Source: an optimization exercise on an open RTL-to-GDS flow (aim: small area, a short achievable clock period and few clock cycles). Production flows keep margins and buffers that such runs may drop.
Function was checked by simulation only, so behaviour that the tests miss may differ from the original.
Power figures rest on the tool's default switching activity, not on a simulated workload.

## raven
Design riscv, start of the top module:
module riscv (input  logic        clk, clr,
              input  logic [31:0] RD_instr, RD_data,
              output logic [31:0] PCF,
              output logic [31:0] ALUResultM, WriteDataM,
              output logic        MemWriteM,
              output logic [3:0]  byteEnable);
==> flow/config.mk <==
export PLATFORM = sky130hd
export DESIGN_NAME = riscv
export DESIGN_NICKNAME = riscv
export VERILOG_FILES = /design/flow/design.v
export SDC_FILE = /design/flow/constraint.sdc
export NUM_CORES = 8
export LEC_CHECK = 0
export CAP_MARGIN = 20
export CORE_MARGIN = 2
export CORE_UTILIZATION = 45
export SLEW_MARGIN = 20
export SYNTH_HIERARCHICAL = 1
==> flow/constraint.sdc <==
create_clock -name core_clock -period 12.0 [get_ports {clk}]
set_input_delay 2.4000 -clock core_clock [delete_from_list [all_inputs] [get_ports {clk}]]
set_output_delay 2.4000 -clock core_clock [all_outputs]
set_load 0.01 [all_outputs]
standard.sh (not shown) runs the stock make flow with config.mk's settings and CLKGATE_MAP_FILE= SYNTH_SCRIPT=/design/flow/synth_recipe.tcl, a recipe that flattens the netlist after the stock synthesis.
==> flow/flow/run.sh <==
#!/bin/bash
set -euo pipefail
R=orfs/results/sky130hd/riscv/base
DU="sky130_fd_sc_hd__probe_p_8 sky130_fd_sc_hd__probec_p_8 sky130_fd_sc_hd__lpflow_bleeder_1 sky130_fd_sc_hd__lpflow_clkbufkapwr_1 sky130_fd_sc_hd__lpflow_clkbufkapwr_16 sky130_fd_sc_hd__lpflow_clkbufkapwr_2 sky130_fd_sc_hd__lpflow_clkbufkapwr_4 sky130_fd_sc_hd__lpflow_clkbufkapwr_8 sky130_fd_sc_hd__lpflow_clkinvkapwr_1 sky130_fd_sc_hd__lpflow_clkinvkapwr_16 sky130_fd_sc_hd__lpflow_clkinvkapwr_2 sky130_fd_sc_hd__lpflow_clkinvkapwr_4 sky130_fd_sc_hd__lpflow_clkinvkapwr_8 sky130_fd_sc_hd__lpflow_decapkapwr_12 sky130_fd_sc_hd__lpflow_decapkapwr_3 sky130_fd_sc_hd__lpflow_decapkapwr_4 sky130_fd_sc_hd__lpflow_decapkapwr_6 sky130_fd_sc_hd__lpflow_decapkapwr_8 sky130_fd_sc_hd__lpflow_inputiso0n_1 sky130_fd_sc_hd__lpflow_inputiso0p_1 sky130_fd_sc_hd__lpflow_inputiso1n_1 sky130_fd_sc_hd__lpflow_inputiso1p_1 sky130_fd_sc_hd__lpflow_inputisolatch_1 sky130_fd_sc_hd__lpflow_isobufsrc_1 sky130_fd_sc_hd__lpflow_isobufsrc_16 sky130_fd_sc_hd__lpflow_isobufsrc_2 sky130_fd_sc_hd__lpflow_isobufsrc_4 sky130_fd_sc_hd__lpflow_isobufsrc_8 sky130_fd_sc_hd__lpflow_isobufsrckapwr_16 sky130_fd_sc_hd__lpflow_lsbuf_lh_hl_isowell_tap_1 sky130_fd_sc_hd__lpflow_lsbuf_lh_hl_isowell_tap_2 sky130_fd_sc_hd__lpflow_lsbuf_lh_hl_isowell_tap_4 sky130_fd_sc_hd__lpflow_lsbuf_lh_isowell_4 sky130_fd_sc_hd__lpflow_lsbuf_lh_isowell_tap_1 sky130_fd_sc_hd__lpflow_lsbuf_lh_isowell_tap_2 sky130_fd_sc_hd__lpflow_lsbuf_lh_isowell_tap_4 sky130_fd_sc_hd__clkdlybuf4s* sky130_fd_sc_hd__dlygate4sd* sky130_fd_sc_hd__dlymetal6s*"

bash standard.sh synth > std_synth.log 2>&1
cp $R/1_2_yosys.v std_1_2_yosys.v
cp orfs/logs/sky130hd/riscv/base/1_2_yosys.log std_1_2_yosys.log

sed "s|SYNTH_SCRIPT=[^ ]*|SYNTH_SCRIPT=$PWD/flow/synth_split.tcl|" standard.sh > split.sh
rm -f $R/1_2_yosys.v $R/1_2_yosys.sdc $R/1_synth.odb $R/1_synth.sdc
bash split.sh synth > split_synth.log 2>&1
python3 flow/regcheck.py std_1_2_yosys.v $R/1_2_yosys.v > regcheck.log 2>&1

bash split.sh SETUP_SLACK_MARGIN=7.2 "DONT_USE_CELLS=$DU" finish > layout.log 2>&1
Other scripts of this flow, unchanged in this note and not shown: flow/flow/regcheck.py, flow/flow/synth_split.tcl
Testbench counts of raven, summed over its fixed seeds: cycles 17,224.
Input-level comparison between maple and raven:
--- a/flow/flow/run.sh
+++ b/flow/flow/run.sh
@@ -15 +15 @@
-bash split.sh SETUP_SLACK_MARGIN=7.2 "DONT_USE_CELLS=$DU" finish > layout.log 2>&1
+bash split.sh SETUP_SLACK_MARGIN=7.5 "DONT_USE_CELLS=$DU" finish > layout.log 2>&1
--- a/flow/config.mk
+++ b/flow/config.mk
@@ -11 +11 @@
-export SLEW_MARGIN = 20
+export SLEW_MARGIN = 60
==> run summary <==
maple against raven: setup fix buffers added after clock tree synthesis moved up, number of sinks on the clock net level, post-route worst setup slack moved up, number of placed cells counting well taps moved up.
Looking at capturing element of the worst setup path, the mul.q[139] result is from maple; the aE[25] one comes from raven.
### maple -> tundra
--- a/flow/config.mk
+++ b/flow/config.mk
@@ -11 +11,2 @@
-export SLEW_MARGIN = 60
+export CTS_BUF_LIST = sky130_fd_sc_hd__clkbuf_4 sky130_fd_sc_hd__clkbuf_8 sky130_fd_sc_hd__clkbuf_16
+export SLEW_MARGIN = 20
## What came out
Post-route cell area for tundra is lower than for maple.
On half-perimeter wire length after detailed placement, maple loses to tundra.
Diff tundra and maple: hold slack lower in maple
tundra and maple ended up with nearly the same fraction of power consumed by sequential logic.
The lower layout net count of tundra and maple is in tundra.
On tundra: source-to-sink clock delay at the later pin of the worst-skew pair is 30 ps lower than what maple gave.
Power density over cell area delta for tundra relative to maple: 1.3% higher

* * *

riscv again, from the RTL that the note above started with.
export LEC_CHECK = 0
export CAP_MARGIN = 20
export CORE_MARGIN = 2
export CORE_UTILIZATION = 38
export SLEW_MARGIN = 20
export SYNTH_HIERARCHICAL = 1
create_clock -name core_clock -period 12.0 [get_ports {clk}]
==> flow/flow/run.sh <==
#!/bin/bash
set -euo pipefail
R=orfs/results/sky130hd/riscv/base
DU="sky130_fd_sc_hd__probe_p_8 sky130_fd_sc_hd__probec_p_8 sky130_fd_sc_hd__lpflow_bleeder_1 sky130_fd_sc_hd__lpflow_clkbufkapwr_1 sky130_fd_sc_hd__lpflow_clkbufkapwr_16 sky130_fd_sc_hd__lpflow_clkbufkapwr_2 sky130_fd_sc_hd__lpflow_clkbufkapwr_4 sky130_fd_sc_hd__lpflow_clkbufkapwr_8 sky130_fd_sc_hd__lpflow_clkinvkapwr_1 sky130_fd_sc_hd__lpflow_clkinvkapwr_16 sky130_fd_sc_hd__lpflow_clkinvkapwr_2 sky130_fd_sc_hd__lpflow_clkinvkapwr_4 sky130_fd_sc_hd__lpflow_clkinvkapwr_8 sky130_fd_sc_hd__lpflow_decapkapwr_12 sky130_fd_sc_hd__lpflow_decapkapwr_3 sky130_fd_sc_hd__lpflow_decapkapwr_4 sky130_fd_sc_hd__lpflow_decapkapwr_6 sky130_fd_sc_hd__lpflow_decapkapwr_8 sky130_fd_sc_hd__lpflow_inputiso0n_1 sky130_fd_sc_hd__lpflow_inputiso0p_1 sky130_fd_sc_hd__lpflow_inputiso1n_1 sky130_fd_sc_hd__lpflow_inputiso1p_1 sky130_fd_sc_hd__lpflow_inputisolatch_1 sky130_fd_sc_hd__lpflow_isobufsrc_1 sky130_fd_sc_hd__lpflow_isobufsrc_16 sky130_fd_sc_hd__lpflow_isobufsrc_2 sky130_fd_sc_hd__lpflow_isobufsrc_4 sky130_fd_sc_hd__lpflow_isobufsrc_8 sky130_fd_sc_hd__lpflow_isobufsrckapwr_16 sky130_fd_sc_hd__lpflow_lsbuf_lh_hl_isowell_tap_1 sky130_fd_sc_hd__lpflow_lsbuf_lh_hl_isowell_tap_2 sky130_fd_sc_hd__lpflow_lsbuf_lh_hl_isowell_tap_4 sky130_fd_sc_hd__lpflow_lsbuf_lh_isowell_4 sky130_fd_sc_hd__lpflow_lsbuf_lh_isowell_tap_1 sky130_fd_sc_hd__lpflow_lsbuf_lh_isowell_tap_2 sky130_fd_sc_hd__lpflow_lsbuf_lh_isowell_tap_4 sky130_fd_sc_hd__clkdlybuf4s* sky130_fd_sc_hd__dlygate4sd* sky130_fd_sc_hd__dlymetal6s*"

bash standard.sh synth > std_synth.log 2>&1
cp $R/1_2_yosys.v std_1_2_yosys.v
cp orfs/logs/sky130hd/riscv/base/1_2_yosys.log std_1_2_yosys.log

sed "s|SYNTH_SCRIPT=[^ ]*|SYNTH_SCRIPT=$PWD/flow/synth_split.tcl|" standard.sh > split.sh
rm -f $R/1_2_yosys.v $R/1_2_yosys.sdc $R/1_synth.odb $R/1_synth.sdc
bash split.sh synth > split_synth.log 2>&1
python3 flow/regcheck.py std_1_2_yosys.v $R/1_2_yosys.v > regcheck.log 2>&1

bash split.sh SETUP_SLACK_MARGIN=7.5 "DONT_USE_CELLS=$DU" finish > layout.log 2>&1
Other scripts of this flow, unchanged in this note and not shown: flow/flow/regcheck.py, flow/flow/synth_split.tcl
The baseline finished with timing, DRC and antenna clean.
Testbench counts at the start, summed over its fixed seeds: cycles 17,224.
Edit:
--- a/flow/config.mk
+++ b/flow/config.mk
@@ -8,5 +8,6 @@
 export CAP_MARGIN = 20
 export CORE_MARGIN = 2
-export CORE_UTILIZATION = 38
+export CORE_UTILIZATION = 45
 export SLEW_MARGIN = 20
 export SYNTH_HIERARCHICAL = 1
+export TNS_END_PERCENT = 20
Outcome:
- The new run went through all stages and came out clean
- final area drops by 3.2%
- worst setup slack gets better by 0.038 ns
- die area drops by about 15%
- count of clock-buffer cells in the layout drops by 2
- maximum frequency climbs by 0.81%
Edit:
--- a/flow/flow/run.sh
+++ b/flow/flow/run.sh
@@ -13,3 +13,3 @@
 python3 flow/regcheck.py std_1_2_yosys.v $R/1_2_yosys.v > regcheck.log 2>&1
 
-bash split.sh SETUP_SLACK_MARGIN=7.5 "DONT_USE_CELLS=$DU" finish > layout.log 2>&1
+bash split.sh SETUP_SLACK_MARGIN=6.9 "DONT_USE_CELLS=$DU" finish > layout.log 2>&1
--- a/flow/config.mk
+++ b/flow/config.mk
@@ -11,3 +11,2 @@
 export SLEW_MARGIN = 20
 export SYNTH_HIERARCHICAL = 1
-export TNS_END_PERCENT = 20
The new run produced a clean layout.
Routed wire length is lower by 1.2%.
Via count came out lower by 0.46%.
Worst setup slack got worse by 0.53 ns.
Global-route usage drops by 0.42 points.
Combinational power hardly moves.
Cell area decreases by 1.7%.
Core utilization shrinks by 0.87 points.
Total power increases by 0.58%.
Synthesized cell count is unchanged.
Fmax shrinks by 10%.

re-timing with driven ports:
Ports are ideal in the flow. The routed layouts listed here were re-timed in OpenROAD. Step 1: set_driving_cell puts a clkbuf_16 on clk and a buf_2 on each other input, an assumption about the parent block. Step 2 also shifts input and output timing later by t, the mid clock arrival at the registers, as if the neighbouring blocks saw the same clock. a / b / c = no drivers / after step 1 / after step 2; a / b = the first two.
run	t, ns	setup WS [ns]	cell pins on the clock port's net
raven	0.952	7.080 / 7.077 / 6.125	1
maple	0.960	7.291 / 7.291 / 6.519	1
tundra	0.929	7.353 / 7.353 / 6.442	1
the first run of note 2	0.942	7.302 / 7.302 / 6.462	1
the second run of note 2	0.933	7.340 / 7.340 / 6.444	1
the third run of note 2	0.948	6.807 / 6.746 / 5.799	1
After both steps every run listed still meets setup and hold. For the third run of note 2, which loses most, drivers alone change the setup slack by -0.061 ns; drivers and shift together by -1.008 ns.
